This is an optimization exercise on Yosys and OpenROAD, whose aim is small area, a short achievable clock period and few clock cycles, not a production implementation. Function was checked by simulation only, so behaviour that the tests miss may differ from the original. No run shown here takes its clock network from TritonCTS; it comes from the design's own scripts or RTL. The flow treats the clock pin as an ideal source. Dropping or thinning the clock tree relies on that and would not hold on a real chip. No activity file was given, so power comes from the tool's default toggle rates.

<file path="flow/design.v">
module fact_machine_wrapper(
    input logic rst, go, clk,
    input logic [31:0] n,
    output logic [31:0] result,
    output logic done
    );
    logic        busy;        
    logic [5:0]  code;        
    logic [31:0] table_out;   
    assign table_out[0] = (code == 6'd0) | (code == 6'd1);
    assign table_out[1] = (code == 6'd2) | (code == 6'd3);
    assign table_out[2] = (code == 6'd3);
    assign table_out[3] = (code == 6'd4) | (code == 6'd5);
    assign table_out[4] = (code == 6'd4) | (code == 6'd5) | (code == 6'd6) | (code == 6'd7);
    assign table_out[5] = (code == 6'd5) | (code == 6'd7);
    assign table_out[6] = (code == 6'd5) | (code == 6'd6);
    assign table_out[7] = (code == 6'd6) | (code == 6'd7) | (code == 6'd8) | (code == 6'd9);
    assign table_out[8] = (code == 6'd7) | (code == 6'd8) | (code == 6'd9) | (code == 6'd10) | (code == 6'd11);
    assign table_out[9] = (code == 6'd6) | (code == 6'd7) | (code == 6'd10);
    assign table_out[10] = (code == 6'd8) | (code == 6'd10) | (code == 6'd11) | (code == 6'd12) | (code == 6'd13);
    assign table_out[11] = (code == 6'd8) | (code == 6'd9) | (code == 6'd10) | (code == 6'd12) | (code == 6'd13) | (code == 6'd14) | (code == 6'd15);
    assign table_out[12] = (code == 6'd7) | (code == 6'd8) | (code == 6'd10) | (code == 6'd11) | (code == 6'd12) | (code == 6'd15);
    assign table_out[13] = (code == 6'd12) | (code == 6'd14);
    assign table_out[14] = (code == 6'd10) | (code == 6'd12) | (code == 6'd13) | (code == 6'd15);
    assign table_out[15] = (code == 6'd8) | (code == 6'd9) | (code == 6'd12) | (code == 6'd13) | (code == 6'd16) | (code == 6'd17);
    assign table_out[16] = (code == 6'd9) | (code == 6'd10) | (code == 6'd11) | (code == 6'd14) | (code == 6'd15) | (code == 6'd16) | (code == 6'd17) | (code == 6'd18) | (code == 6'd19);
    assign table_out[17] = (code == 6'd10) | (code == 6'd14) | (code == 6'd15) | (code == 6'd18);
    assign table_out[18] = (code == 6'd9) | (code == 6'd10) | (code == 6'd12) | (code == 6'd15) | (code == 6'd16) | (code == 6'd17) | (code == 6'd20) | (code == 6'd21);
    assign table_out[19] = (code == 6'd12) | (code == 6'd13) | (code == 6'd14) | (code == 6'd17) | (code == 6'd19) | (code == 6'd22) | (code == 6'd23);
    assign table_out[20] = (code == 6'd10) | (code == 6'd14) | (code == 6'd15) | (code == 6'd16) | (code == 6'd18) | (code == 6'd20) | (code == 6'd22);
    assign table_out[21] = (code == 6'd10) | (code == 6'd11) | (code == 6'd13) | (code == 6'd14) | (code == 6'd15) | (code == 6'd16) | (code == 6'd18) | (code == 6'd20) | (code == 6'd23);
    assign table_out[22] = (code == 6'd11) | (code == 6'd15) | (code == 6'd16) | (code == 6'd17) | (code == 6'd18) | (code == 6'd21) | (code == 6'd22) | (code == 6'd23) | (code == 6'd24) | (code == 6'd25);
    assign table_out[23] = (code == 6'd12) | (code == 6'd17) | (code == 6'd19) | (code == 6'd20) | (code == 6'd21) | (code == 6'd22) | (code == 6'd24) | (code == 6'd25) | (code == 6'd26) | (code == 6'd27);
    assign table_out[24] = (code == 6'd13) | (code == 6'd15) | (code == 6'd16) | (code == 6'd23) | (code == 6'd24) | (code == 6'd25) | (code == 6'd26);
    assign table_out[25] = (code == 6'd11) | (code == 6'd13) | (code == 6'd15) | (code == 6'd16) | (code == 6'd17) | (code == 6'd18) | (code == 6'd19) | (code == 6'd20) | (code == 6'd23) | (code == 6'd25) | (code == 6'd28) | (code == 6'd29);
    assign table_out[26] = (code == 6'd12) | (code == 6'd14) | (code == 6'd15) | (code == 6'd16) | (code == 6'd17) | (code == 6'd19) | (code == 6'd28) | (code == 6'd29) | (code == 6'd30) | (code == 6'd31);
    assign table_out[27] = (code == 6'd12) | (code == 6'd14) | (code == 6'd17) | (code == 6'd18) | (code == 6'd21) | (code == 6'd25) | (code == 6'd27) | (code == 6'd28) | (code == 6'd31);
    assign table_out[28] = (code == 6'd12) | (code == 6'd13) | (code == 6'd15) | (code == 6'd16) | (code == 6'd21) | (code == 6'd23) | (code == 6'd24) | (code == 6'd25) | (code == 6'd26) | (code == 6'd27) | (code == 6'd29) | (code == 6'd30);
    assign table_out[29] = (code == 6'd13) | (code == 6'd15) | (code == 6'd16) | (code == 6'd17) | (code == 6'd21) | (code == 6'd22) | (code == 6'd23) | (code == 6'd25) | (code == 6'd28) | (code == 6'd29) | (code == 6'd31);
    assign table_out[30] = (code == 6'd13) | (code == 6'd14) | (code == 6'd15) | (code == 6'd16) | (code == 6'd17) | (code == 6'd18) | (code == 6'd22) | (code == 6'd24) | (code == 6'd25) | (code == 6'd27) | (code == 6'd30);
    assign table_out[31] = (code == 6'd17) | (code == 6'd18) | (code == 6'd20) | (code == 6'd21) | (code == 6'd22) | (code == 6'd24) | (code == 6'd26) | (code == 6'd28) | (code == 6'd29) | (code == 6'd32) | (code == 6'd33);
    always_ff @(posedge clk) begin
        if (rst) begin
            busy <= 1'b0;
            done <= 1'b0;
        end else begin
            busy <= go;
            done <= ~go & (done | busy);
        end
    end
    always_ff @(posedge clk) begin
        if (go)
            code <= n[5:0] | {6{|n[31:6]}};
        result <= table_out;
    end
endmodule
</file>
<file path="flow/flow/run.sh">
#!/bin/bash
# The standard layout (standard.sh), with these changes:
#  - each port's buffer is a plain buf_1;
#  - if flow/resyn.scr exists, the combinational logic of the standard
#    synthesis is re-synthesised with that ABC script (flow/resyn.tcl);
#    flip-flops are kept exactly as the standard synthesis made them;
#  - after CTS, the clock tree is replaced by three clock buffers on the
#    clock port, each driving a third of the registers (flow/onebuf.tcl), so
#    every register's clock passes through one buffer of the same kind.
# Each tool's output goes to a log of its own in this folder.
set -euo pipefail
W=$(pwd)
R=$W/orfs/results/sky130hd/fact_machine_wrapper/base
export BUFFER_PORTS_ARGS="-buffer_cell sky130_fd_sc_hd__buf_1"
if [[ -f $W/flow/resyn.scr ]]; then
  bash standard.sh $R/1_2_yosys.v > standard_synth.log 2>&1
  cp $R/1_2_yosys.v $W/standard_1_2_yosys.v
  YOSYS=${YOSYS_EXE:-$(dirname "$FLOW_HOME")/tools/install/yosys/bin/yosys}
  LIB=$FLOW_HOME/platforms/sky130hd/lib/sky130_fd_sc_hd__tt_025C_1v80.lib \
  IN=$W/standard_1_2_yosys.v OUT=$W/resyn.v TOP=$FLOW_TOP ABCSCRIPT=$W/flow/resyn.scr \
    $YOSYS -c $W/flow/resyn.tcl > resyn.log 2>&1
  cp $W/resyn.v $R/1_2_yosys.v
fi
bash standard.sh $R/4_cts.odb > standard_to_cts.log 2>&1
IN_ODB=$R/4_cts.odb OUT_ODB=$R/4_cts.odb CLK_NBUF=3 CLK_BUF=sky130_fd_sc_hd__clkbuf_8 CLK_PORT=clk \
PLATFORM_DIR=$FLOW_HOME/platforms/sky130hd \
  openroad -no_init -exit $W/flow/onebuf.tcl > onebuf.log 2>&1
bash standard.sh > standard.log 2>&1
</file>
<file path="flow/flow/onebuf.tcl">
# Replace the clock tree that CTS built by CLK_NBUF clock buffers (cell
# CLK_BUF) that the clock port drives, each driving an equal share of the
# registers, grouped by position. Every register's clock then passes through
# exactly one buffer of the same kind. CTS's dummy loads are removed.
read_db $::env(IN_ODB)
set block [ord::get_db_block]
set buf_master [[ord::get_db] findMaster $::env(CLK_BUF)]
set clk_net [$block findNet $::env(CLK_PORT)]
set root ""
foreach it [$clk_net getITerms] {
  if {[$it isInputSignal]} { set root [$it getInst] }
}
if {$root eq ""} { error "no buffer on the clock port" }
set root_out ""
foreach it [$root getITerms] { if {[$it isOutputSignal]} { set root_out [$it getNet] } }
# collect every clock buffer below the root, level by level
set todo [list $root_out]
set sinks {}
set dead_insts {}
set dead_nets {}
while {[llength $todo]} {
  set net [lindex $todo 0]; set todo [lrange $todo 1 end]
  foreach it [$net getITerms] {
    if {![$it isInputSignal]} continue
    set inst [$it getInst]
    set m [[$inst getMaster] getName]
    if {[string match "sky130_fd_sc_hd__clkbuf_*" $m] || [string match "sky130_fd_sc_hd__buf_*" $m]} {
      lappend dead_insts $inst
      foreach o [$inst getITerms] {
        if {![$o isOutputSignal]} continue
        set onet [$o getNet]
        if {$onet eq "NULL" || $onet eq ""} continue
        lappend todo $onet
        lappend dead_nets $onet
      }
    } elseif {[$it getMTerm] ne "" && [[$it getMTerm] getName] eq "CLK"} {
      lappend sinks $it
    } else {
      # a dummy load CTS added for balancing: its output drives nothing
      foreach o [$inst getITerms] {
        if {![$o isOutputSignal]} continue
        set onet [$o getNet]
        if {$onet eq "NULL" || $onet eq ""} continue
        if {[llength [$onet getITerms]] > 1 || [llength [$onet getBTerms]] > 0} { error "clock sink [$inst getName] drives logic" }
        lappend dead_nets $onet
      }
      lappend dead_insts $inst
    }
  }
}
puts "clock sinks: [llength $sinks], buffers removed: [llength $dead_insts]"
foreach it $sinks { $it disconnect }
foreach inst $dead_insts { odb::dbInst_destroy $inst }
foreach net $dead_nets { odb::dbNet_destroy $net }
odb::dbInst_destroy $root
odb::dbNet_destroy $root_out
# split the sinks into K groups of equal size by position (slices across the
# wider side of their bounding box), each driven by one buffer on the port
set K $::env(CLK_NBUF)
set pts {}
set x0 1e18; set x1 -1e18; set y0 1e18; set y1 -1e18
foreach it $sinks {
  set b [[$it getInst] getBBox]
  set x [expr {([$b xMin] + [$b xMax]) / 2}]; set y [expr {([$b yMin] + [$b yMax]) / 2}]
  lappend pts [list $it $x $y]
  set x0 [expr {min($x0, $x)}]; set x1 [expr {max($x1, $x)}]; set y0 [expr {min($y0, $y)}]; set y1 [expr {max($y1, $y)}]
}
set key [expr {($x1 - $x0) >= ($y1 - $y0) ? 1 : 2}]
set pts [lsort -integer -index $key $pts]
set n [llength $pts]
for {set g 0} {$g < $K} {incr g} {
  set lo [expr {$g * $n / $K}]; set hi [expr {($g + 1) * $n / $K - 1}]
  set grp [lrange $pts $lo $hi]
  set net [odb::dbNet_create $block "clknet_$g"]
  $net setSigType CLOCK
  set inst [odb::dbInst_create $block $buf_master "clkbuf_$g"]
  [$inst findITerm A] connect $clk_net
  [$inst findITerm X] connect $net
  [$inst findITerm VPWR] connect [$block findNet VDD]
  [$inst findITerm VGND] connect [$block findNet VSS]
  [$inst findITerm VPB] connect [$block findNet VDD]
  [$inst findITerm VNB] connect [$block findNet VSS]
  set xs 0; set ys 0
  foreach p $grp { [lindex $p 0] connect $net; set xs [expr {$xs + [lindex $p 1]}]; set ys [expr {$ys + [lindex $p 2]}] }
  set m [llength $grp]
  $inst setLocation [expr {$xs / $m}] [expr {$ys / $m}]
  $inst setPlacementStatus PLACED
  puts "clock buffer clkbuf_$g drives $m sinks"
}
source $::env(PLATFORM_DIR)/setRC.tcl
detailed_placement
check_placement -verbose
write_db $::env(OUT_ODB)
</file>
<file path="flow/flow/resyn.tcl">
# Re-synthesise the combinational logic of the standard synthesis netlist for
# area, keeping every flip-flop instance (name, cell type, connections).
yosys -import
set lib $::env(LIB)
read_liberty -ignore_miss_func -ignore_miss_dir $lib
read_verilog $::env(IN)
hierarchy -top $::env(TOP)
set ffs {}
foreach c [split [string trim [exec grep -oE {sky130_fd_sc_hd__[a-z0-9_]+} $::env(IN)]] "\n"] {
  if {[regexp {__(e?dfxtp|dfrtp|dfstp|dfbbp|sdf|dlx|dlrtp|edfxbp|dfxbp)} $c] && [lsearch $ffs $c] < 0} { lappend ffs $c }
}
puts "flip-flop cells kept: $ffs"
setattr -mod -set keep_hierarchy 1 {*}$ffs
flatten
foreach m $ffs { blackbox $m }
opt_clean -purge
abc -liberty $lib -script $::env(ABCSCRIPT)
read_liberty -lib -nooverwrite $lib
splitnets
opt_clean -purge
hilomap -singleton -hicell sky130_fd_sc_hd__conb_1 HI -locell sky130_fd_sc_hd__conb_1 LO
insbuf -buf sky130_fd_sc_hd__buf_4 A X
yosys rename -hide w:*.*
opt_clean -purge
tee -o $::env(OUT).stat stat -liberty $lib
check -assert -mapped
write_verilog -noattr -nohex -nodec $::env(OUT)
</file>
<file path="flow/standard.sh">
#!/bin/bash
# synth_recipe.tcl (not shown) runs the flow's synth.tcl, then flattens the netlist and writes it again
# the make line also repeats each setting of config.mk as NAME=value (left out here)
make -C /OpenROAD-flow-scripts/flow DESIGN_CONFIG=/design/flow/config.mk WORK_HOME=/design/flow/orfs CLKGATE_MAP_FILE= SYNTH_SCRIPT=/design/flow/synth_recipe.tcl "${@:-finish}"
</file>
<file path="flow/config.mk">
export PLATFORM = sky130hd
export DESIGN_NAME = fact_machine_wrapper
export DESIGN_NICKNAME = fact_machine_wrapper
export VERILOG_FILES = /design/flow/design.v
export SDC_FILE = /design/flow/constraint.sdc
export NUM_CORES = 4
export LEC_CHECK = 0
export ABC_AREA = 1
export CAP_MARGIN = 20
export CORE_MARGIN = 2
export CORE_UTILIZATION = 25
export SETUP_SLACK_MARGIN = 3.4
export SLEW_MARGIN = 20
</file>
<file path="flow/constraint.sdc">
create_clock -name core_clock -period 5.0 [get_ports {clk}]
set_input_delay 1.0000 -clock core_clock [delete_from_list [all_inputs] [get_ports {clk}]]
set_output_delay 1.0000 -clock core_clock [all_outputs]
set_load 0.01 [all_outputs]
</file>
==> results.cfg, run 1 <==
[outcome]
outcome = complete, no violations

[min_path]
hp-class = reg -> reg
hold_path_end = done
holdPathStages = 2
hold_start = busy

[pwr]
p_seq_share_pct = 61.5
ir_drop_mv = 0.105
switchingPower_uw = 137
pwr_density_cell_nw_per_um2 = 248
p_leak_uw = 0.00120
combPwrFrac_pct = 15.2
clock_power_share_pct = 23.3
internal_power_uw = 433
swShare_pct = 24.1

[timing]
setup_violations = 0
slew_headroom_pct = 67.6
clock_skew_ps = 7.95
rsz0062_at_grt = yes
period_share_pct = 33.1
hold_viol = 0
worstMarginPinSlew_ps = 484
tns_ps = 0
layout_min_cycle_time_ps = 1650
slew_violations = 0
fmax_mhz = 605

[synthesis]
yosysTopAreaCellShare_pct = 40.3
netlist_instances = 236
synth.most_common_cell = nand2_1
ys_ff_latch = 40
synthTopCellsByArea = dfxtp_1 (40%), nand2_1 (14%), edfxtp_1 (11%), nor2_1 (11%), nand3_1 (8.9%)
synthArstFlopShare_pct = 0
synth.distinct_cells = 16
yosys.area.top_type = dfxtp_1
avgSynthCellArea_um2 = 7.16
yosysSeqAreaShare_pct = 51.0
synth_edf_count = 6
synth_flop_cell = dfxtp_1
synth_common_cells = nand2_1 (62), nor2_1 (48), dfxtp_1 (34)
yosys_warnings = 1
syn-cell-area_um2 = 1690
synth_nets = 271

[setup_path]
cp-end-kind = flip-flop
path_cells = buf_1, nor2_1, nand2_1, nor2_4, nand4_1
cp.required_ps = 4890
slowest_delay_ps = 170
r2r_start = code[0]
crit_family = simple AND/OR/NAND/NOR gates
r2r_cells = 6
crit_buf_inv = 1
cp.arrival_ps = 1540
r2r-end = result[31]
r2r_setup_slack_ps = 3500
cp_slowest_cell = nor2_4
cp-start-kind = input pin
critical_path_class = in -> reg
startpoint = n[24]
cp_max_fo = 6

[detailed_routing]
drtIter0Drc = 155
ant_nets = 0
drc = 0
wl_mm = 4.46
via_per_inst = 4.41
drt_first_pass_iters = 4
wl_per_cell_um = 11.6
vias = 1698

[placed_design]
port_buffers = 67
place.gp.congestion = 0.898
place_area_um2 = 2080
hpwl_mm = 3.43

[global_routing]
grtUsageTotal_pct = 11.9
grt_antenna_before_repair = 0
overflow = 0
grt_max_degree = 15
grt_pass1_vias = 1621
grt_pass1_wl_mm = 7.14

[clock_network]
clk_latency_ps = 150
cts_sinks = 40
path_clk_slew_ps = 80
cts_hold_buffers = 0

[finish]
drive_gt1_share_pct = 22.7
n_antenna_cell = 0
fin_nets = 345
area_growth_pct = 36.1
nFillCells = 709
design_area_um2 = 2300

[die]
start_util_pct = 26.2
io_pins = 68
die_height_um = 86.2
rows = 29
die_x_um = 86.2
fp.dieArea_um2 = 7430
core_um2 = 6460

[run]
maxCapViolations = 0
routing by layer:
metal  wire length, µm  vias to the layer above  global-route usage, %  share of wire [%]
li1                  -                      904                      -                  -
met1              1950                      720                   15.1                 44
met2              2070                       69                   20.1                 46
met3               394                        5                   3.43                8.8
met4                42                        0                   2.98               0.94
met5                 0                        -                      0                  0
repair_timing:
action,4_1_cts,5_1_grt
pin swaps,0,6
resized for setup,41,21
buffers inserted,2,2
setup endpoints to repair,48,36
cloned,0,0
cell families after synthesis:
logic type,share of synthesized area (%)
buffers and inverters,6.81
flip-flops,51.0
AO/OA/AOI/OAI,2.37
AND/OR/NAND/NOR,39.9
sequential cells by signal, summed over array words and instances, names as in the netlist:
| name | count |
|---|---|
| busy | 1 |
| code | 6 |
| done | 1 |
| result | 32 |
per-stage QoR:
stage / util [%] / setup WS [ps] / cells / power [µW] / hold slack (ps)
detailed placement: 32.3 / 3170 / 378 / 430 / 473
CTS: 35.0 / 3260 / 388 / 651 / 472
global route: 35.6 / 3260 / 385 / 598 / 506
global placement: 32.3 / 3180 / 378 / 430 / 469
floorplan: - / 3330 / 236 / 398 / 453
finish: 35.6 / 3350 / 385 / 571 / 468
cell type report:
class                      count  area, µm²  area share (%)
buffer                         3       41.3            1.80
tap                           77       96.3            4.19
sequential                    40        872            37.9
inverter                      28        105            4.57
timing repair buffer          71        379            16.5
multi-input combinational    166        806            35.0
layout by cell type, fill, tap and decap left out, drive strengths merged:
cell    count
nand3b      1
nand4       8
nor2       50
buf        71
o211ai      1
inv        28
o21bai      1
a21oi       2
nor3        8
nand2      62
nand3      30
clkbuf      3
o21ai       3
edfxtp      6
dfxtp      34
worst max path at each step:
stage	endpoint	slack [ps]	cells after the start
6_report	code[4]	3350	5
3_5_place_dp	code[0]	3170	5
5_1_grt	code[4]	3260	5
3_3_place_gp	code[0]	3180	5
4_1_cts	done	3260	1
2_1_floorplan	code[0]	3330	4
worst min-delay path, delay by kind of cell (launching register included):
family / cells / cell delay (ps)
flip-flops: 1 / 300
AND/OR/NAND/NOR: 2 / 130
power groups by stage:
stage	registers, µW	clock network, µW	logic [µW]
6_report	351	133	86.7
5_1_grt	353	149	96.4
4_1_cts	349	221	79.9
3_5_place_dp	357	0	72.9
3_3_place_gp	357	0	73.2
2_1_floorplan	363	0	35.1
Testbench counts, summed over its fixed seeds: cycles 960.
==> inputs of run 2 (changes only) <==
--- a/flow/config.mk
+++ b/flow/config.mk
@@ -10,4 +10,4 @@
 export CORE_MARGIN = 2
 export CORE_UTILIZATION = 25
-export SETUP_SLACK_MARGIN = 3.4
+export SETUP_SLACK_MARGIN = 3.1
 export SLEW_MARGIN = 20
==> results.cfg, run 2 <==
[die]
fp.dieArea_um2 = 7430
die_x_um = 86.2
rows = 29
die_height_um = 86.2
start_util_pct = 26.2
core_um2 = 6460
io_pins = 68

[clock_network]
clk_latency_ps = 150
path_clk_slew_ps = 80
cts_sinks = 40
cts_setup_buffers = 0

[global_routing]
grt_max_degree = 15
grtUsageTotal_pct = 12.0
grt_antenna_before_repair = 0
grt_pass1_vias = 1640
grt_pass1_wl_mm = 7.09
overflow = 0

[setup_path]
cp.arrival_ps = 1850
startpoint = code[4]
cp-start-kind = flip-flop
cp-endpoint = result[24]
r2r_cells = 5
critical_path_class = reg -> reg
cp-end-kind = flip-flop
r2r-end = result[24]
cp.required_ps = 5080
r2r_start = code[4]
cp_max_fo = 11
r2r_setup_slack_ps = 3230

[finish]
top_regs = result x32, code x6
largest_reg_flops = 32
mostFrequentLayoutCells = buf_1 (67), nand2_1 (62), nor2_1 (45)
area_growth_pct = 22.9
nFillCells = 725
final_common_cell = buf_1
fin_nets = 341
top_register = result
n_antenna_cell = 0
drive_gt1_share_pct = 2.96

[min_path]
hp-class = reg -> reg

[detailed_routing]
ant_nets = 0
wl_mm = 4.28
drtIter0Drc = 83
drc = 0
drt_first_pass_iters = 4
vias = 1704
via_per_inst = 4.47
wl_per_cell_um = 11.2

[timing]
setup_violations = 0
fmax_mhz = 565
period_share_pct = 35.4
slew_violations = 0
hold_viol = 0
tns_ps = 0
worstMarginPinSlew_ps = 741
clock_skew_ps = 7.43
slew_headroom_pct = 50.4
layout_min_cycle_time_ps = 1770
rsz0062_at_grt = no

[placed_design]
place.gp.congestion = 0.939
port_buffers = 67
hpwl_mm = 3.39

[synthesis]
yosys_warnings = 1
synth_common_cells = nand2_1 (62), nor2_1 (48), dfxtp_1 (34)
yosysSeqAreaShare_pct = 51.0
synth_nets = 271
synthTopCellsByArea = dfxtp_1 (40%), nand2_1 (14%), edfxtp_1 (11%), nor2_1 (11%), nand3_1 (8.9%)
synth_flop_cell = dfxtp_1
ys_ff_latch = 40
yosysTopAreaCellShare_pct = 40.3
synth.most_common_cell = nand2_1
synthArstFlopShare_pct = 0
yosys.area.top_type = dfxtp_1
syn-cell-area_um2 = 1690
synth_edf_count = 6
synth.distinct_cells = 16
netlist_instances = 236
avgSynthCellArea_um2 = 7.16

[pwr]
finalPower_uw = 549
p_leak_uw = 0.00102
ir_drop_mv = 0.132
pwr_density_cell_nw_per_um2 = 265

[run]
maxCapViolations = 0

[outcome]
outcome = complete, no violations
-- run 2: cell counts after synthesis --
Identical to the previous run, type by type.
-- run 2: layer usage --
layer / track usage (%) / vias up / routed length, µm
met3: 3.71 / 7 / 434
li1: - / 890 / -
met5: 0 / - / 0
met4: 2.70 / 0 / 43
met1: 14.1 / 714 / 1820
met2: 21.4 / 93 / 1980
-- run 2: area by class of cell --
type	count	area [µm²]	area share [%]
well taps	77	96.3	4.64
multi-input cells	166	721	34.7
repair buffers	67	251	12.1
plain buffers	3	41.3	1.99
inverters	28	105	5.06
flip-flops and latches	40	861	41.5
-- run 2: worst min path at each step --
stage / startpoint / endpoint / slack (ps) / depth (start not counted)
4_1_cts: busy / done / 480 / 2
3_5_place_dp: busy / done / 470 / 2
5_1_grt: done / done / 500 / 2
3_3_place_gp: busy / done / 470 / 2
6_report: busy / done / 480 / 2
2_1_floorplan: busy / done / 450 / 2
-- run 2: logic make-up after synthesis --
family | count (synthesis) | share of synthesized area [%]
flops | 40 | 51.0
buf+inv | 30 | 6.81
simple gates | 159 | 39.9
compound gates | 7 | 2.37
-- run 2: worst max-delay path, cell delays in order (launching register included) --
cell      delay, ps
edfxtp_1        430
nor2_1          600
nand3_1         280
nand2_1         220
nor2_1           90
nand3_1          90
-- run 2: through the flow --
step / std cells / area [µm²] / hold slack, ps / setup WS [ps] / util, %
2_1_floorplan: 236 / 1690 / 453 / 3240 / -
3_3_place_gp: 378 / 2030 / 467 / 3080 / 31.4
3_5_place_dp: 378 / 2030 / 467 / 3040 / 31.4
4_1_cts: 386 / 2120 / 478 / 3210 / 32.8
5_1_grt: 381 / 2080 / 500 / 3110 / 32.1
6_report: 381 / 2080 / 475 / 3230 / 32.1
-- run 2: what timing repair did --
action | in CTS | in global routing
gates resized for setup | 0 | 3
setup endpoints to repair | 0 | 6
hold buffers | 0 | 0
-- run 2: report_power, final --
part | internal [µW] | switching [µW] | total (µW) | leakage [µW]
registers | 342 | 7.35 | 350 | 0.000339
logic | 22.7 | 46.2 | 68.9 | 0.000664
clock network | 55.1 | 76.0 | 131 | 0.0000216
total | 420 | 129 | 549 | 0.00102
==> inputs of run 3 (changes only) <==
--- a/flow/config.mk
+++ b/flow/config.mk
@@ -10,4 +10,4 @@
 export CORE_MARGIN = 2
 export CORE_UTILIZATION = 25
-export SETUP_SLACK_MARGIN = 3.1
+export SETUP_SLACK_MARGIN = 3.3
 export SLEW_MARGIN = 20
==> results.cfg, run 3 <==
[outcome]
outcome = complete, no violations

[detailed_routing]
ant_nets = 0
drc = 0
drtIter0Drc = 56
wl_mm = 4.35
via_per_inst = 4.39
wl_per_cell_um = 11.3
vias = 1687
drt_first_pass_iters = 4

[die]
start_util_pct = 26.2
core_um2 = 6460
die_x_um = 86.2
io_pins = 68
rows = 29
fp.dieArea_um2 = 7430
die_height_um = 86.2

[run]
maxCapViolations = 0

[synthesis]
avgSynthCellArea_um2 = 7.16
yosysSeqAreaShare_pct = 51.0
ys_ff_latch = 40
synth_top_family_by_area = simple AND/OR/NAND/NOR gates
synth.distinct_cells = 16
synth_xor_area_share_pct = 0
synth_edf_count = 6
synth_common_cells = nand2_1 (62), nor2_1 (48), dfxtp_1 (34)
yosysTopAreaCellShare_pct = 40.3
synth_compound_area_share_pct = 2.37
netlist_instances = 236
yosys_warnings = 1
synthArstFlopShare_pct = 0
synth.most_common_cell = nand2_1
yosys.area_share.simple_pct = 39.9
synth_flop_cell = dfxtp_1
synth_fa_ha_area_share_pct = 0
synth_mux_area_share_pct = 0
syn-cell-area_um2 = 1690
yosys.area.top_type = dfxtp_1
synth_nets = 271
synthTopCellsByArea = dfxtp_1 (40%), nand2_1 (14%), edfxtp_1 (11%), nor2_1 (11%), nand3_1 (8.9%)

[timing]
slew_violations = 0
layout_min_cycle_time_ps = 1640
period_share_pct = 32.8
hold_ws_ps = 473
hold_viol = 0
setup_violations = 0
slew_headroom_pct = 66.1
fin_ws_ps = 3360
tns_ps = 0
fmax_mhz = 609
clock_skew_ps = 4.96
rsz0062_at_grt = yes
worstMarginPinSlew_ps = 506

[clock_network]
path_clk_slew_ps = 80
cts_sinks = 40
cts_hold_buffers = 0
clk_latency_ps = 140

[pwr]
pwr_density_cell_nw_per_um2 = 255
ir_drop_mv = 0.0973
p_seq_share_pct = 62.7
switchingPower_uw = 131
finalPower_uw = 557
swShare_pct = 23.5
p_leak_uw = 0.00118
internal_power_uw = 426
clock_power_share_pct = 23.6
combPwrFrac_pct = 13.7

[setup_path]
cp-end-kind = flip-flop
critical_path_class = in -> reg
startpoint = n[20]
cp.required_ps = 4890
cp.arrival_ps = 1530
cp-start-kind = input pin
r2r_start = code[3]
cp_max_fo = 6

[finish]
largest_reg_flops = 32
final_common_cell = nand2_1
drive_gt1_share_pct = 16.3
n_antenna_cell = 0
area_growth_pct = 29.2
top_regs = result x32, code x6
fin_nets = 344
mostFrequentLayoutCells = nand2_1 (62), nor2_1 (43), buf_1 (34)
top_register = result
nFillCells = 735

[placed_design]
port_buffers = 67
hpwl_mm = 3.45
place.gp.congestion = 0.928
pre_cts_slack_ps = 3140

[global_routing]
grt_max_degree = 15
grt_pass1_vias = 1660
grt_antenna_before_repair = 0
overflow = 0
grt_pass1_wl_mm = 7.22
grtUsageTotal_pct = 12.2

[min_path]
hp-class = reg -> reg
hold_start = busy
## run 3: cell counts after synthesis
Identical to the previous run, type by type.
## run 3: cell type report
type / count / area (µm²) / area share [%]
inverters: 28 / 105 / 4.82
repair buffers: 70 / 334 / 15.3
plain buffers: 3 / 41.3 / 1.89
multi-input cells: 166 / 741 / 33.9
well taps: 77 / 96.3 / 4.42
flip-flops and latches: 40 / 865 / 39.6
## run 3: layer usage
layer	wire length, µm	up-vias	GRT usage (%)	part of all wire [%]
met5	0	-	0	0
met4	21	0	2.70	0.48
met3	285	2	3.71	6.5
met2	2050	55	21.3	47
met1	1990	732	14.7	46
li1	-	898	-	-
## run 3: repair_timing
item	in CTS	in global routing
endpoints found under the setup margin	36	10
resized for setup	40	4
setup buffers	0	3
pin swaps	0	6
## run 3: kinds of logic (layout without fill, tap and decap cells)
logic type / count (synthesis) / after routing
compound gates: 7 / 7
simple gates: 159 / 159
flops: 40 / 40
buf+inv: 30 / 101
## run 3: power by group through the flow
stage                     clock network, µW  registers (µW)  logic, µW
after detailed placement                  0             357       69.3
after floorplan                           0             363       33.3
after CTS                               232             350       73.9
final                                   131             349       76.1
after global routing                    148             351       85.3
after global placement                    0             357       69.7
## run 3: stage by stage
stage,cells,cell area (µm²),util (%)
after floorplan,236,1700,-
after global placement,378,2030,31.5
after detailed placement,378,2030,31.5
after CTS,385,2200,34.0
after global routing,384,2180,33.8
final,384,2180,33.8
## run 3: worst paths after layout
check / to / slack, ps / cells past startpoint
min: done / 470 / 2
min reg2reg: done / 470 / 2
max: code[4] / 3360 / 5
max reg2reg: result[20] / 3390 / 6
## run 3: worst max-delay path: stages
cell and delay, ps:
buf_1 70, nor2_1 100, nand3_1 120, nor2_4 150, nand4_1 90
==> inputs of run 4 (changes only) <==
--- a/flow/config.mk
+++ b/flow/config.mk
@@ -9,5 +9,5 @@
 export CAP_MARGIN = 20
 export CORE_MARGIN = 2
-export CORE_UTILIZATION = 25
-export SETUP_SLACK_MARGIN = 3.3
+export CORE_UTILIZATION = 40
+export SETUP_SLACK_MARGIN = 3.25
 export SLEW_MARGIN = 20
==> results.cfg, run 4 <==
[outcome]
outcome = complete, no violations

[timing]
slew_headroom_pct = 67.9
clock_skew_ps = 6.80
tns_ps = 0
rsz0062_at_grt = yes
period_share_pct = 33.0
slew_violations = 0
hold_viol = 0
fmax_mhz = 606
worstMarginPinSlew_ps = 480
setup_violations = 0
layout_min_cycle_time_ps = 1650

[detailed_routing]
wl_per_cell_um = 11.0
via_per_inst = 4.79
wl_mm = 3.90
drc = 0
ant_nets = 0
vias = 1696
drt_first_pass_iters = 4
drtIter0Drc = 122

[synthesis]
netlist_instances = 236
yosysTopAreaCellShare_pct = 40.3
syn-cell-area_um2 = 1690
yosys_warnings = 1
synth.most_common_cell = nand2_1
synth_flop_cell = dfxtp_1
synth.distinct_cells = 16
synth_common_cells = nand2_1 (62), nor2_1 (48), dfxtp_1 (34)
ys_ff_latch = 40
synth_nets = 271
yosysSeqAreaShare_pct = 51.0
yosys.area.top_type = dfxtp_1
synthArstFlopShare_pct = 0
synthTopCellsByArea = dfxtp_1 (40%), nand2_1 (14%), edfxtp_1 (11%), nor2_1 (11%), nand3_1 (8.9%)
synth_edf_count = 6
avgSynthCellArea_um2 = 7.16

[finish]
top_register = result
nFillCells = 438
largest_reg_flops = 32
final_cells = 354
drive_gt1_share_pct = 9.54
mostFrequentLayoutCells = nand2_1 (62), buf_1 (49), nor2_1 (43)
fin_nets = 341
n_antenna_cell = 0
area_growth_pct = 23.4
final_common_cell = nand2_1
top_regs = result x32, code x6

[clock_network]
cts_setup_buffers = 0
cts_sinks = 40
clk_latency_ps = 140
path_clk_slew_ps = 80

[global_routing]
grt_pass1_vias = 1505
overflow = 0
grt_max_degree = 15
grt_pass1_wl_mm = 6.66
grt_antenna_before_repair = 0
grtUsageTotal_pct = 18.8

[placed_design]
hpwl_mm = 3.07
port_buffers = 67
place.gp.congestion = 0.875
dp.cells = 351

[pwr]
pwr_density_cell_nw_per_um2 = 264
switchingPower_uw = 127
p_seq_share_pct = 63.5
combPwrFrac_pct = 12.8
p_leak_uw = 0.00110
swShare_pct = 23.2
ir_drop_mv = 0.160
clock_power_share_pct = 23.7
internal_power_uw = 422

[die]
die_height_um = 69.0
start_util_pct = 41.9
fp.dieArea_um2 = 4760
die_x_um = 69.0
core_um2 = 4030
io_pins = 68
rows = 23

[setup_path]
cp.arrival_ps = 1540
cp.required_ps = 4880
cp-end-kind = flip-flop
cp-start-kind = input pin
critical_path_class = in -> reg
cp_max_fo = 6

[run]
maxCapViolations = 0

[min_path]
hp-class = reg -> reg
[run 4: cell counts after synthesis]
No cell type changed its count.
[run 4: layout make-up]
type                       count  area [µm²]  share of cell area (%)
sequential                    40         861                    41.3
timing repair buffer          67         274                    13.1
tap                           50        62.6                    3.00
inverter                      28         105                    5.04
multi-input combinational    166         741                    35.5
buffer                         3        41.3                    1.98
[run 4: metal layers]
metal	routed length, µm	vias to the layer above	track usage, %
met4	51	0	6.13
met2	1840	67	31.4
met3	305	7	5.03
li1	-	890	-
met5	0	-	0
met1	1710	732	23.5
[run 4: worst max-delay path, cell delays in order]
cell	delay, ps
buf_1	70
nor2_1	100
nand3_1	120
nor2_4	150
nand4_1	90
[run 4: path summary, 6_finish.rpt]
| check | start | to | slack, ps | depth (start not counted) |
|---|---|---|---|---|
| worst min-delay path | busy | done | 480 | 2 |
| worst max-delay path | n[20] | code[5] | 3350 | 5 |
| worst min register to register | busy | done | 480 | 2 |
| worst max register to register | code[1] | result[24] | 3450 | 6 |
[run 4: power by group through the flow]
stage | sequential [µW] | clock, µW | combinational, µW
6_report | 349 | 130 | 70.3
4_1_cts | 349 | 219 | 69.9
2_1_floorplan | 363 | 0 | 33.3
3_5_place_dp | 357 | 0 | 67.6
3_3_place_gp | 356 | 0 | 67.7
5_1_grt | 352 | 148 | 81.3
[run 4: repair_timing]
action / CTS / global route
endpoints found under the setup margin: 18 / 25
endpoints found under the hold margin: 0 / 0
resized for setup: 18 / 5
pin swaps: 0 / 1
hold buffers: 0 / 0
[run 4: through the flow]
stage | area (µm²) | hold slack (ps) | total power, µW | worst slack (ps) | util, %
after CTS | 2110 | 485 | 638 | 3230 | 52.5
after global routing | 2080 | 492 | 581 | 3240 | 51.7
after detailed placement | 2000 | 475 | 424 | 3150 | 49.7
final | 2080 | 483 | 549 | 3350 | 51.7
after floorplan | 1700 | 453 | 396 | 3310 | -
after global placement | 2000 | 463 | 424 | 3180 | 49.7
[run 4: cells by family (layout without fill, tap and decap cells)]
family                 count (synthesis)  in the layout  share of synthesized area (%)
AO/OA/AOI/OAI                          7              7                           2.37
buffers and inverters                 30             98                           6.81
flip-flops                            40             40                           51.0
AND/OR/NAND/NOR                      159            159                           39.9
==> inputs of run 5 (changes only) <==
--- a/flow/config.mk
+++ b/flow/config.mk
@@ -6,8 +6,8 @@
 export NUM_CORES = 4
 export LEC_CHECK = 0
-export ABC_AREA = 1
+export ABC_AREA = 0
 export CAP_MARGIN = 20
 export CORE_MARGIN = 2
-export CORE_UTILIZATION = 40
+export CORE_UTILIZATION = 25
 export SETUP_SLACK_MARGIN = 3.25
 export SLEW_MARGIN = 20
==> results.cfg, run 5 <==
[outcome]
outcome = complete, no violations

[synthesis]
ys_ff_latch = 40
synth_flop_cell = dfxtp_1
netlist_instances = 202
yosys_warnings = 1
synth_edf_count = 6
synthArstFlopShare_pct = 0
syn-cell-area_um2 = 1830
avgSynthCellArea_um2 = 9.04
yosysTopAreaCellShare_pct = 37.3
synth_nets = 237
synth.most_common_cell = dfxtp_1
synth_common_cells = dfxtp_1 (34), nand2_1 (14), nor2_1 (12)
yosysSeqAreaShare_pct = 47.1
synth.distinct_cells = 51
yosys.area.top_type = dfxtp_1
synthTopCellsByArea = dfxtp_1 (37%), edfxtp_1 (9.9%), nor4_1 (3.4%), a31oi_1 (3.1%), buf_2 (3.0%)

[placed_design]
port_buffers = 67
hpwl_mm = 2.86
place.gp.congestion = 0.804
place_area_um2 = 2100

[die]
die_x_um = 89.5
die_height_um = 89.5
start_util_pct = 25.5
rows = 31
fp.dieArea_um2 = 8010
io_pins = 68
core_um2 = 7180

[finish]
area_growth_pct = 27.4
design_area_um2 = 2330
n_antenna_cell = 0
drive_gt1_share_pct = 21.3
largest_reg_flops = 32
top_register = result
final_common_cell = buf_1
fin_nets = 300
top_regs = result x32, code x6
mostFrequentLayoutCells = buf_1 (40), dfxtp_1 (32), buf_2 (27)

[timing]
slew_violations = 0
hold_viol = 0
slew_headroom_pct = 69.9
layout_min_cycle_time_ps = 2120
clock_skew_ps = 5.68
setup_violations = 0
worstMarginPinSlew_ps = 451
fmax_mhz = 472
hold_ws_ps = 476
tns_ps = 0
period_share_pct = 42.4
rsz0062_at_grt = yes

[setup_path]
r2r-end = result[24]
startpoint = n[28]
cp-start-kind = input pin
cp-endpoint = code[2]
critical_path_class = in -> reg
cp.arrival_ps = 2020
cp.required_ps = 4900
cp-end-kind = flip-flop
r2r_setup_slack_ps = 3410
r2r_cells = 3
r2r_start = code[4]
cp_max_fo = 6

[pwr]
ir_drop_mv = 0.129
pwr_density_cell_nw_per_um2 = 249
p_leak_uw = 0.000891

[min_path]
hp-class = reg -> reg
hold_start = busy

[detailed_routing]
drtIter0Drc = 152
drt_first_pass_iters = 4
ant_nets = 0
vias = 1732
drc = 0
wl_mm = 4.66
via_per_inst = 4.78
wl_per_cell_um = 12.9

[clock_network]
clk_latency_ps = 150
cts_sinks = 40
cts_hold_buffers = 0
path_clk_slew_ps = 80

[global_routing]
grt_pass1_vias = 1503
grt_pass1_wl_mm = 7.22
overflow = 0
grtUsageTotal_pct = 11.5
grt_max_degree = 34
grt_antenna_before_repair = 0

[run]
maxCapViolations = 0
run 5: cell families after synthesis:
| family | after synthesis | synth area share [%] |
|---|---|---|
| xor gates and xnor gates | 4 | 1.92 |
| AOI/OAI and AO/OA | 45 | 17.1 |
| muxes | 1 | 0.548 |
| buffers and inverters | 26 | 6.78 |
| DFF | 40 | 47.1 |
| and+or+nand+nor | 86 | 26.6 |
run 5: per-stage QoR:
step | util (%) | worst slack [ps] | instances | total power [µW]
finish | 32.4 | 2880 | 362 | 580
global route | 32.4 | 2850 | 362 | 613
CTS | 31.9 | 3040 | 358 | 650
detailed placement | 29.3 | 2650 | 347 | 439
global placement | 29.3 | 2690 | 347 | 439
floorplan | - | 2790 | 202 | 413
run 5: cell type report:
| type | count | area [µm²] |
|---|---|---|
| plain buffers | 3 | 41.3 |
| multi-input cells | 136 | 897 |
| repair buffers | 80 | 387 |
| inverters | 4 | 15.0 |
| flip-flops and latches | 40 | 863 |
| well taps | 99 | 124 |
| fillers | 767 | 4850 |
run 5: report_power, final:
part	internal [µW]	total, µW	switching, µW
clock network	55.1	133	78.0
registers	340	349	8.19
logic	40.8	97.8	57.0
total	436	580	143
run 5: worst min path at each step:
stage,cells after the start,slack [ps],end
floorplan,2,450,done
global placement,2,470,done
detailed placement,2,470,done
CTS,2,480,done
global route,2,520,done
finish,2,480,done
run 5: routing by layer:
layer / GRT usage (%) / vias up / routed length, µm
met5: 0 / - / 0
met4: 2.04 / 0 / 38
met3: 3.14 / 4 / 381
met2: 19.5 / 75 / 2190
met1: 14.9 / 796 / 2040
li1: - / 857 / -
run 5: worst max-delay path, cell delays in order:
cell and delay [ps]:
buf_1 70, or4_4 590, nor4_1 280, nand2_1 80
run 5: timing repair:
item                       in CTS  in global routing
setup buffers                   4                  8
setup endpoints to repair      50                 15
pin swaps                       5                  3
resized for setup              36                  4
hold endpoints to repair        0                  0
==> inputs of run 6 (changes only) <==
--- a/flow/config.mk
+++ b/flow/config.mk
@@ -6,5 +6,5 @@
 export NUM_CORES = 4
 export LEC_CHECK = 0
-export ABC_AREA = 0
+export ABC_AREA = 1
 export CAP_MARGIN = 20
 export CORE_MARGIN = 2
==> results.cfg, run 6 <==
[outcome]
outcome = complete, no violations

[detailed_routing]
wl_per_cell_um = 11.4
ant_nets = 0
via_per_inst = 4.40
drc = 0
drtIter0Drc = 60
drt_first_pass_iters = 4
vias = 1676
wl_mm = 4.33

[synthesis]
yosysTopAreaCellShare_pct = 40.3
synth_flop_cell = dfxtp_1
netlist_instances = 236
yosys_warnings = 1
avgSynthCellArea_um2 = 7.16
synth_nets = 271
yosysSeqAreaShare_pct = 51.0
yosys.area.top_type = dfxtp_1
synth.distinct_cells = 16
synth_common_cells = nand2_1 (62), nor2_1 (48), dfxtp_1 (34)
synthArstFlopShare_pct = 0
ys_ff_latch = 40
syn-cell-area_um2 = 1690
synthTopCellsByArea = dfxtp_1 (40%), nand2_1 (14%), edfxtp_1 (11%), nor2_1 (11%), nand3_1 (8.9%)
synth.most_common_cell = nand2_1
synth_edf_count = 6

[setup_path]
crit_family = simple AND/OR/NAND/NOR gates
cp.arrival_ps = 1530
cp-end-kind = flip-flop
cp.required_ps = 4890
cp-start-kind = input pin
path_cells = buf_1, nor2_1, nand3_1, nor2_4, nand4_1
cp_slowest_cell = nor2_4
crit_buf_inv = 1
cp_max_fo = 6
startpoint = n[20]
critical_path_class = in -> reg
slowest_delay_ps = 150
r2r_start = code[3]

[timing]
hold_viol = 0
fmax_mhz = 609
period_share_pct = 32.9
slew_violations = 0
tns_ps = 0
worstMarginPinSlew_ps = 490
slew_headroom_pct = 67.2
rsz0062_at_grt = yes
setup_violations = 0
layout_min_cycle_time_ps = 1640
clock_skew_ps = 3.61

[finish]
mostFrequentLayoutCells = nand2_1 (62), nor2_1 (43), buf_1 (39)
nFillCells = 737
area_growth_pct = 26.1
fin_nets = 341
drive_gt1_share_pct = 12.8
top_regs = result x32, code x6
top_register = result
final_common_cell = nand2_1
n_antenna_cell = 0
largest_reg_flops = 32

[placed_design]
port_buffers = 67
hpwl_mm = 3.45
place.gp.congestion = 0.928

[pwr]
internal_power_uw = 423
combPwrFrac_pct = 13.1
finalPower_uw = 552
ir_drop_mv = 0.0967
switchingPower_uw = 129
clock_power_share_pct = 23.6
p_leak_uw = 0.00114
p_seq_share_pct = 63.2
swShare_pct = 23.4
pwr_density_cell_nw_per_um2 = 259

[run]
maxCapViolations = 0

[clock_network]
clk_latency_ps = 140
path_clk_slew_ps = 80
cts_setup_buffers = 0
cts_sinks = 40
cts_hold_buffers = 0

[global_routing]
grt_antenna_before_repair = 0
use_met2_pct = 21.2
grt_pass1_wl_mm = 7.20
grt_max_degree = 15
grtUsageTotal_pct = 12.1
use_met3_pct = 3.71
overflow = 0
met1_usage_pct = 14.7
busiest_layer = met2
grt_pass1_vias = 1657

[die]
core_um2 = 6460
rows = 29
io_pins = 68
die_height_um = 86.2
die_x_um = 86.2
start_util_pct = 26.2
fp.dieArea_um2 = 7430

[min_path]
hp-class = reg -> reg
hold_start = busy
[run 6: cell count changes in the layout (fill, tap and decap cells not counted), moves of 8 or more]
cell / change
inv_1: +24
nand2_1: +48
nand4_1: +8
a31oi_1: -9
nand3_1: +24
buf_4: -12
nor2_1: +31
[run 6: layout make-up]
| class | instances | area [µm²] | share of cell area, % |
|---|---|---|---|
| inverter | 28 | 105 | 4.93 |
| sequential | 40 | 861 | 40.4 |
| multi-input combinational | 166 | 741 | 34.8 |
| buffer | 3 | 41.3 | 1.94 |
| tap | 77 | 96.3 | 4.52 |
| timing repair buffer | 67 | 287 | 13.4 |
[run 6: per-layer routing]
metal,up-vias,wire length [µm]
li1,892,-
met1,718,1910
met2,64,2050
met3,2,341
met4,0,21
met5,-,0
[run 6: cell families after synthesis]
group / after synthesis / share of synthesized area (%)
AND/OR/NAND/NOR: 159 / 39.9
flip-flops: 40 / 51.0
buffers and inverters: 30 / 6.81
AO/OA/AOI/OAI: 7 / 2.37
[run 6: power groups by stage]
stage	Combinational (µW)	Clock [µW]	Sequential [µW]
after floorplan	33.3	0	363
after global placement	69.7	0	357
after detailed placement	69.3	0	357
after CTS	72.8	232	350
after global routing	81.8	148	352
final	72.6	131	349
[run 6: tightest hold or removal path, cell delays in order, from the launching register on]
cell and delay [ps]:
dfxtp_1 300, nor2_1 90, nor3_1 50
[run 6: path summary, 6_finish.rpt]
kind | to | slack, ps | depth (start not counted)
worst max-delay path | code[0] | 3360 | 5
worst min-delay path | done | 480 | 2
worst max register to register | result[20] | 3400 | 6
worst min register to register | done | 480 | 2
[run 6: timing repair]
action,CTS,global route
endpoints found under the setup margin,28,24
pin swaps,0,0
resized for setup,28,5
[run 6: stage by stage]
step	cell area (µm²)	util, %	std cells	hold WS (ps)	setup WS [ps]
3_3_place_gp	2030	31.5	378	466	3170
2_1_floorplan	1700	-	236	453	3310
3_5_place_dp	2030	31.5	378	471	3140
6_report	2130	33.0	381	480	3360
5_1_grt	2130	33.0	381	545	3240
4_1_cts	2170	33.5	385	481	3230
==> inputs of run 7 (changes only) <==
--- a/flow/flow/run.sh
+++ b/flow/flow/run.sh
@@ -23,5 +23,5 @@
 fi
 bash standard.sh $R/4_cts.odb > standard_to_cts.log 2>&1
-IN_ODB=$R/4_cts.odb OUT_ODB=$R/4_cts.odb CLK_NBUF=3 CLK_BUF=sky130_fd_sc_hd__clkbuf_8 CLK_PORT=clk \
+IN_ODB=$R/4_cts.odb OUT_ODB=$R/4_cts.odb CLK_NBUF=4 CLK_BUF=sky130_fd_sc_hd__clkbuf_8 CLK_PORT=clk \
 PLATFORM_DIR=$FLOW_HOME/platforms/sky130hd \
   openroad -no_init -exit $W/flow/onebuf.tcl > onebuf.log 2>&1
==> results.cfg, run 7 <==
[finish]
design_area_um2 = 2140
nFillCells = 732
fin_nets = 342
mostFrequentLayoutCells = nand2_1 (62), nor2_1 (43), buf_1 (39)
top_regs = result x32, code x6
drive_gt1_share_pct = 13.1
final_common_cell = nand2_1
n_antenna_cell = 0
top_register = result
area_growth_pct = 27.0
fin_util_pct = 33.2
largest_reg_flops = 32

[timing]
worstMarginPinSlew_ps = 511
hold_viol = 0
clock_skew_ps = 12.2
fmax_mhz = 603
rsz0062_at_grt = yes
hold_ws_ps = 478
tns_ps = 0
slew_headroom_pct = 65.8
slew_violations = 0
fin_ws_ps = 3340
setup_violations = 0
layout_min_cycle_time_ps = 1660
period_share_pct = 33.2

[pwr]
ir_drop_mv = 0.101
p_leak_uw = 0.00115
pwr_density_cell_nw_per_um2 = 269

[synthesis]
synth.distinct_cells = 16
synth_mux_area_share_pct = 0
synth_xor_area_share_pct = 0
synth_compound_area_share_pct = 2.37
synth_top_family_by_area = simple AND/OR/NAND/NOR gates
synth_common_cells = nand2_1 (62), nor2_1 (48), dfxtp_1 (34)
synth.most_common_cell = nand2_1
yosys.area_share.simple_pct = 39.9
yosys_warnings = 1
synthTopCellsByArea = dfxtp_1 (40%), nand2_1 (14%), edfxtp_1 (11%), nor2_1 (11%), nand3_1 (8.9%)
yosysTopAreaCellShare_pct = 40.3
synthArstFlopShare_pct = 0
synth_edf_count = 6
yosys.area.top_type = dfxtp_1
yosysSeqAreaShare_pct = 51.0
synth_fa_ha_area_share_pct = 0
syn-cell-area_um2 = 1690
synth_nets = 271
synth_flop_cell = dfxtp_1
avgSynthCellArea_um2 = 7.16
netlist_instances = 236
ys_ff_latch = 40

[detailed_routing]
drt_first_pass_iters = 4
drc = 0
wl_mm = 4.38
via_per_inst = 4.44
ant_nets = 0
vias = 1697
drtIter0Drc = 81
wl_per_cell_um = 11.5

[die]
die_x_um = 86.2
die_height_um = 86.2
fp.dieArea_um2 = 7430
io_pins = 68
core_um2 = 6460
rows = 29
start_util_pct = 26.2

[setup_path]
r2r_start = code[1]
r2r_cells = 6
cp_max_fo = 6
cp.required_ps = 4870
r2r-end = result[31]
cp.arrival_ps = 1530
critical_path_class = in -> reg
cp-end-kind = flip-flop
cp-start-kind = input pin
r2r_setup_slack_ps = 3390

[global_routing]
overflow = 0
grtUsageTotal_pct = 12.3
grt_pass1_wl_mm = 7.24
grt_max_degree = 12
grt_antenna_before_repair = 0
grt_pass1_vias = 1662

[placed_design]
hpwl_mm = 3.45
port_buffers = 67
place.gp.congestion = 0.928
pre_cts_slack_ps = 3140
place_area_um2 = 2030

[min_path]
hp-class = reg -> reg
hold_start = busy
holdPathStages = 2
hold_path_end = done

[run]
maxCapViolations = 0

[clock_network]
path_clk_slew_ps = 60
cts_setup_buffers = 0
cts_hold_buffers = 0
cts_sinks = 40
clk_latency_ps = 140

[outcome]
outcome = complete, no violations
==> run 7: worst max path at each step <==
stage | slack (ps) | cells past startpoint | startpoint | to
final | 3340 | 5 | n[20] | code[0]
after detailed placement | 3140 | 5 | n[20] | code[1]
after global placement | 3170 | 5 | n[9] | code[0]
after CTS | 3230 | 1 | done | done
after floorplan | 3310 | 4 | n[13] | code[0]
after global routing | 3230 | 5 | n[8] | code[4]
==> run 7: routing by layer <==
metal,track usage (%),part of all wire [%],vias up
met4,3.69,1.3,0
met5,0,0,-
met3,3.62,7.6,9
met2,21.3,47,66
met1,14.7,44,730
li1,-,-,892
==> run 7: layout make-up <==
class / count / area, µm² / area share, %
tap: 77 / 96.3 / 4.49
sequential: 40 / 861 / 40.1
timing repair buffer: 67 / 287 / 13.4
buffer: 4 / 55.1 / 2.57
multi-input combinational: 166 / 741 / 34.5
inverter: 28 / 105 / 4.90
==> run 7: where the power goes <==
part / internal (µW) / switching, µW
Sequential: 342 / 7.36
Combinational: 26.1 / 46.6
Clock: 72.8 / 80.8
==> run 7: metrics by stage <==
stage	instances	total power, µW
global route	382	601
finish	382	576
CTS	385	655
detailed placement	378	427
floorplan	236	396
global placement	378	427
==> run 7: worst max-delay path, stage by stage <==
cell and delay, ps:
buf_1 70, nor2_1 100, nand3_1 120, nor2_4 150, nand4_1 90
==> run 7: repair_timing <==
item	4_1_cts	5_1_grt
gates cloned	0	0
endpoints found under the setup margin	28	23
resized for setup	28	5
pin swaps	0	5
==> run 7: logic make-up after synthesis <==
| family | after synthesis |
|---|---|
| compound gates | 7 |
| buf+inv | 30 |
| flops | 40 |
| simple gates | 159 |
==> inputs of run 8 (changes only) <==
--- a/flow/flow/run.sh
+++ b/flow/flow/run.sh
@@ -23,5 +23,5 @@
 fi
 bash standard.sh $R/4_cts.odb > standard_to_cts.log 2>&1
-IN_ODB=$R/4_cts.odb OUT_ODB=$R/4_cts.odb CLK_NBUF=4 CLK_BUF=sky130_fd_sc_hd__clkbuf_8 CLK_PORT=clk \
+IN_ODB=$R/4_cts.odb OUT_ODB=$R/4_cts.odb CLK_NBUF=2 CLK_BUF=sky130_fd_sc_hd__clkbuf_16 CLK_PORT=clk \
 PLATFORM_DIR=$FLOW_HOME/platforms/sky130hd \
   openroad -no_init -exit $W/flow/onebuf.tcl > onebuf.log 2>&1
==> results.cfg, run 8 <==
[timing]
tns_ps = 0
worstMarginPinSlew_ps = 513
setup_violations = 0
fmax_mhz = 611
period_share_pct = 32.8
hold_ws_ps = 481
layout_min_cycle_time_ps = 1640
clock_skew_ps = 7.04
slew_violations = 0
slew_headroom_pct = 65.7
rsz0062_at_grt = yes
hold_viol = 0

[finish]
area_growth_pct = 26.7
final_cells = 380
drive_gt1_share_pct = 12.5
top_regs = result x32, code x6
fin_nets = 340
largest_reg_flops = 32
n_antenna_cell = 0
mostFrequentLayoutCells = nand2_1 (62), nor2_1 (43), buf_1 (39)
top_register = result
final_common_cell = nand2_1

[pwr]
swShare_pct = 22.6
clock_power_share_pct = 25.8
p_leak_uw = 0.00114
switchingPower_uw = 128
ir_drop_mv = 0.126
p_seq_share_pct = 61.4
internal_power_uw = 441
pwr_density_cell_nw_per_um2 = 266
combPwrFrac_pct = 12.8

[setup_path]
cp.arrival_ps = 1530
cp-start-kind = input pin
cp-end-kind = flip-flop
crit_buf_inv = 1
path_cells = buf_1, nor2_1, nand3_1, nor2_4, nand4_1
crit_family = simple AND/OR/NAND/NOR gates
critical_path_class = in -> reg
cp_slowest_cell = nor2_4
slowest_delay_ps = 150
r2r_setup_slack_ps = 3370
cp.required_ps = 4890
cp_max_fo = 6

[detailed_routing]
vias = 1701
wl_per_cell_um = 11.5
wl_mm = 4.35
drtIter0Drc = 64
ant_nets = 0
drc = 0
via_per_inst = 4.48
drt_first_pass_iters = 4

[placed_design]
hpwl_mm = 3.45
port_buffers = 67
dp.cells = 378
place.gp.congestion = 0.928

[synthesis]
synthTopCellsByArea = dfxtp_1 (40%), nand2_1 (14%), edfxtp_1 (11%), nor2_1 (11%), nand3_1 (8.9%)
synth_common_cells = nand2_1 (62), nor2_1 (48), dfxtp_1 (34)
synth_edf_count = 6
netlist_instances = 236
synth_flop_cell = dfxtp_1
avgSynthCellArea_um2 = 7.16
synth.distinct_cells = 16
yosys_warnings = 1
synthArstFlopShare_pct = 0
synth.most_common_cell = nand2_1
yosysTopAreaCellShare_pct = 40.3
yosys.area.top_type = dfxtp_1
ys_ff_latch = 40
yosysSeqAreaShare_pct = 51.0
syn-cell-area_um2 = 1690
synth_nets = 271

[outcome]
outcome = complete, no violations

[global_routing]
overflow = 0
grtUsageTotal_pct = 12.0
grt_pass1_wl_mm = 7.15
grt_pass1_vias = 1641
grt_antenna_before_repair = 0
grt_max_degree = 21

[die]
io_pins = 68
die_height_um = 86.2
die_x_um = 86.2
rows = 29
core_um2 = 6460
start_util_pct = 26.2
fp.dieArea_um2 = 7430

[clock_network]
clk_latency_ps = 140
cts_hold_buffers = 0
cts_sinks = 40
path_clk_slew_ps = 80
cts_setup_buffers = 0

[run]
maxCapViolations = 0

[min_path]
hp-class = reg -> reg
## run 8: cell counts after synthesis
No cell type changed its count.
## run 8: stage by stage
step                worst slack [ps]  total power [µW]  instance area, µm²  utilization [%]
detailed placement              3140               427                2030             31.5
floorplan                       3310               396                1700                -
global route                    3250               598                2140             33.1
finish                          3360               569                2140             33.1
global placement                3170               427                2030             31.5
CTS                             3230               655                2170             33.5
## run 8: final cells by class
class	instances	area, µm²
fillers	736	4320
flip-flops and latches	40	861
multi-input cells	166	741
repair buffers	67	287
inverters	28	105
well taps	77	96.3
plain buffers	2	50.0
## run 8: timing repair
item | CTS | global route
endpoints found under the setup margin | 28 | 25
resized for setup | 28 | 5
pin swaps | 0 | 0
## run 8: layer usage
metal	wire [µm]	global-route usage [%]
met1	1970	14.8
met2	2020	20.7
met3	318	3.43
met4	47	3.27
met5	0	0
## run 8: worst paths after layout
path	startpoint	end	depth (start not counted)
worst max-delay path	n[20]	code[0]	5
worst max register to register	code[3]	result[20]	6
worst min-delay path	busy	done	2
worst min register to register	busy	done	2
## run 8: cells by family (layout without fill, tap and decap cells)
logic type / Yosys count / count (layout) / share of synthesized area [%]
AOI/OAI and AO/OA: 7 / 7 / 2.37
buffers and inverters: 30 / 97 / 6.81
DFF: 40 / 40 / 51.0
and+or+nand+nor: 159 / 159 / 39.9
## run 8: tightest hold or removal path, delay by kind of cell, from the launching register on
family	cells	cell delay [ps]
flops	1	300
simple gates	2	140
## run 8: power by group through the flow
stage                     clock, µW  combinational (µW)  sequential, µW
after floorplan                   0                33.3             363
after global placement            0                69.7             357
after detailed placement          0                69.3             357
after CTS                       232                72.8             350
after global routing            165                81.7             352
final                           147                72.7             350
==> inputs of run 9 (changes only) <==
--- a/flow/flow/run.sh
+++ b/flow/flow/run.sh
@@ -23,5 +23,5 @@
 fi
 bash standard.sh $R/4_cts.odb > standard_to_cts.log 2>&1
-IN_ODB=$R/4_cts.odb OUT_ODB=$R/4_cts.odb CLK_NBUF=2 CLK_BUF=sky130_fd_sc_hd__clkbuf_16 CLK_PORT=clk \
+IN_ODB=$R/4_cts.odb OUT_ODB=$R/4_cts.odb CLK_NBUF=3 CLK_BUF=sky130_fd_sc_hd__clkbuf_8 CLK_PORT=clk \
 PLATFORM_DIR=$FLOW_HOME/platforms/sky130hd \
   openroad -no_init -exit $W/flow/onebuf.tcl > onebuf.log 2>&1
==> flow/flow/resyn.scr (new file) <==
strash
collapse
sop
fx
strash
balance -l
 resub -K 6 -l
 rewrite -l
 resub -K 6 -N 2 -l
 refactor -l
 resub -K 8 -l
 balance -l
 resub -K 8 -N 2 -l
 rewrite -l
 resub -K 10 -l
 rewrite -z -l
 resub -K 10 -N 2 -l
 balance -l
 resub -K 12 -l
 refactor -z -l
 resub -K 12 -N 2 -l
 rewrite -z -l
 balance -l
&get -n
&st
&if -g -K 6
&synch2
&if -g -K 6
&synch2
&put
dch -f
map -D 700
topo
stime -p
--- a/flow/config.mk
+++ b/flow/config.mk
@@ -10,4 +10,4 @@
 export CORE_MARGIN = 2
 export CORE_UTILIZATION = 25
-export SETUP_SLACK_MARGIN = 3.25
+export SETUP_SLACK_MARGIN = 3.3
 export SLEW_MARGIN = 20
==> results.cfg, run 9 <==
[finish]
final_common_cell = buf_1
drive_gt1_share_pct = 23.5
fin_nets = 314
top_regs = result x32, code x6
largest_reg_flops = 32
multi_input_area_um2 = 638
area_growth_pct = 39.8
top_register = result
ff_latch_area_um2 = 866
fin_util_pct = 36.5
n_antenna_cell = 0
nFillCells = 635
mostFrequentLayoutCells = buf_1 (34), nand2_1 (30), dfxtp_1 (30)

[timing]
rsz0062_at_grt = yes
fmax_mhz = 535
tns_ps = 0
worstMarginPinSlew_ps = 419
layout_min_cycle_time_ps = 1870
slew_headroom_pct = 72.0
period_share_pct = 37.4
slew_violations = 0
clock_skew_ps = 7.16
setup_violations = 0
hold_viol = 0

[pwr]
swShare_pct = 24.5
clock_power_share_pct = 22.9
internal_power_uw = 434
combPwrFrac_pct = 16.7
p_seq_share_pct = 60.4
pwr_density_cell_nw_per_um2 = 263
ir_drop_mv = 0.193
p_leak_uw = 0.000875
switchingPower_uw = 141

[global_routing]
grt_max_degree = 17
grt_pass1_vias = 1519
grt_pass1_wl_mm = 6.95
grt_antenna_before_repair = 0
overflow = 0
grtUsageTotal_pct = 12.0

[placed_design]
port_buffers = 67
place.gp.congestion = 0.942
hpwl_mm = 3.19

[setup_path]
cp.arrival_ps = 1770
r2r-end = result[31]
r2r_setup_slack_ps = 3340
cp-start-kind = input pin
startpoint = n[19]
cp_max_fo = 6
cp-end-kind = flip-flop
cp.required_ps = 4900
critical_path_class = in -> reg
r2r_start = code[2]
r2r_cells = 4
cp-endpoint = code[4]

[clock_network]
cts_sinks = 40
path_clk_slew_ps = 80
clk_latency_ps = 150
cts_hold_buffers = 0

[outcome]
outcome = complete, no violations

[detailed_routing]
drc = 0
ant_nets = 0
wl_per_cell_um = 12.4
vias = 1721
via_per_inst = 4.89
wl_mm = 4.37
drt_first_pass_iters = 6
drtIter0Drc = 269

[die]
start_util_pct = 26.1
fp.dieArea_um2 = 6900
die_height_um = 83.1
io_pins = 68
core_um2 = 5990
rows = 28
die_x_um = 83.1

[run]
maxCapViolations = 0

[synthesis]
avgSynthCellArea_um2 = 8.18
yosys_warnings = 1
synth_nets = 226
netlist_instances = 191
syn-cell-area_um2 = 1560

[min_path]
hp-class = reg -> reg
[run 9: area by class of cell]
cell class	instances	area share (%)
Sequential cell	40	39.6
Multi-Input combinational cell	123	29.2
Inverter	28	4.93
Tap cell	75	4.30
Timing Repair Buffer	83	20.0
Buffer	3	1.89
[run 9: worst max-delay path: stages]
cell     delay [ps]
buf_1            80
nor4_2          260
nand4_1         180
nor2_4          170
nand2_1          80
[run 9: per-stage QoR]
step	hold WS, ps	power (µW)	worst slack [ps]	area (µm²)	instances
finish	479	574	3130	2180	352
global route	540	603	3010	2180	352
CTS	467	693	3250	2170	345
detailed placement	461	433	2920	1940	333
global placement	455	434	2940	1940	333
floorplan	438	399	3140	1600	191
[run 9: how the worst min path moves through the flow]
stage | end | depth (start not counted) | slack [ps] | startpoint
final | done | 2 | 480 | busy
after global routing | done | 2 | 540 | busy
after CTS | done | 2 | 470 | busy
after detailed placement | done | 2 | 460 | busy
after global placement | done | 2 | 450 | busy
after floorplan | done | 2 | 440 | busy
[run 9: power groups by stage]
stage          logic, µW  registers [µW]  clock network, µW
2_1_floorplan       35.6             363                  0
3_3_place_gp        73.5             361                  0
3_5_place_dp        72.5             360                  0
4_1_cts             84.1             350                259
5_1_grt              105             349                150
6_report            95.7             347                132
[run 9: layer usage]
metal | GRT usage (%) | up-vias | routed length, µm | share of wire [%]
li1 | - | 833 | - | -
met5 | 0 | - | 0 | 0
met1 | 15.0 | 769 | 1800 | 41
met3 | 3.68 | 4 | 461 | 11
met4 | 2.09 | 0 | 36 | 0.82
met2 | 20.6 | 115 | 2070 | 47
[run 9: timing repair]
item | CTS | global route
endpoints found under the hold margin | 0 | 0
gates resized for setup | 44 | 1
setup buffers | 4 | 12
setup endpoints to repair | 55 | 17
pin swaps | 0 | 2

[port drivers added, routing unchanged]
How much do the figures lean on ideal ports? The routed layouts below were timed once more, with nothing changed but the port constraints.
Step 1 assumes that a clkbuf_16 drives the clock port and a buf_2 every other input.
Step 2 times the ports against the registers' clock, not the clock port: input delays grow and output delays shrink by t, the midpoint of the rising clock arrivals with the driver on.
Three values: ideal, step 1, step 2; two values: the first two.
run | t, ns | setup slack, ns | clock arrival spread, ns | worst slew at a driven data input, ns
run 1 | 0.188 | 3.347 / 3.367 / 3.184 | 0.010 / 0.011 | 0.03
run 2 | 0.187 | 3.229 / 3.229 / 3.141 | 0.009 / 0.008 | 0.03
run 3 | 0.188 | 3.358 / 3.357 / 3.195 | 0.006 / 0.005 | 0.03
run 4 | 0.188 | 3.349 / 3.342 / 3.187 | 0.007 / 0.007 | 0.03
run 5 | 0.186 | 2.881 / 2.905 / 2.719 | 0.007 / 0.007 | 0.03
run 6 | 0.186 | 3.357 / 3.334 / 3.196 | 0.004 / 0.005 | 0.03
run 7 | 0.184 | 3.341 / 3.346 / 3.189 | 0.016 / 0.017 | 0.03
run 8 | 0.191 | 3.362 / 3.325 / 3.200 | 0.009 / 0.008 | 0.03
run 9 | 0.185 | 3.129 / 3.152 / 2.966 | 0.009 / 0.009 | 0.03
After both steps every run listed still meets setup and hold.
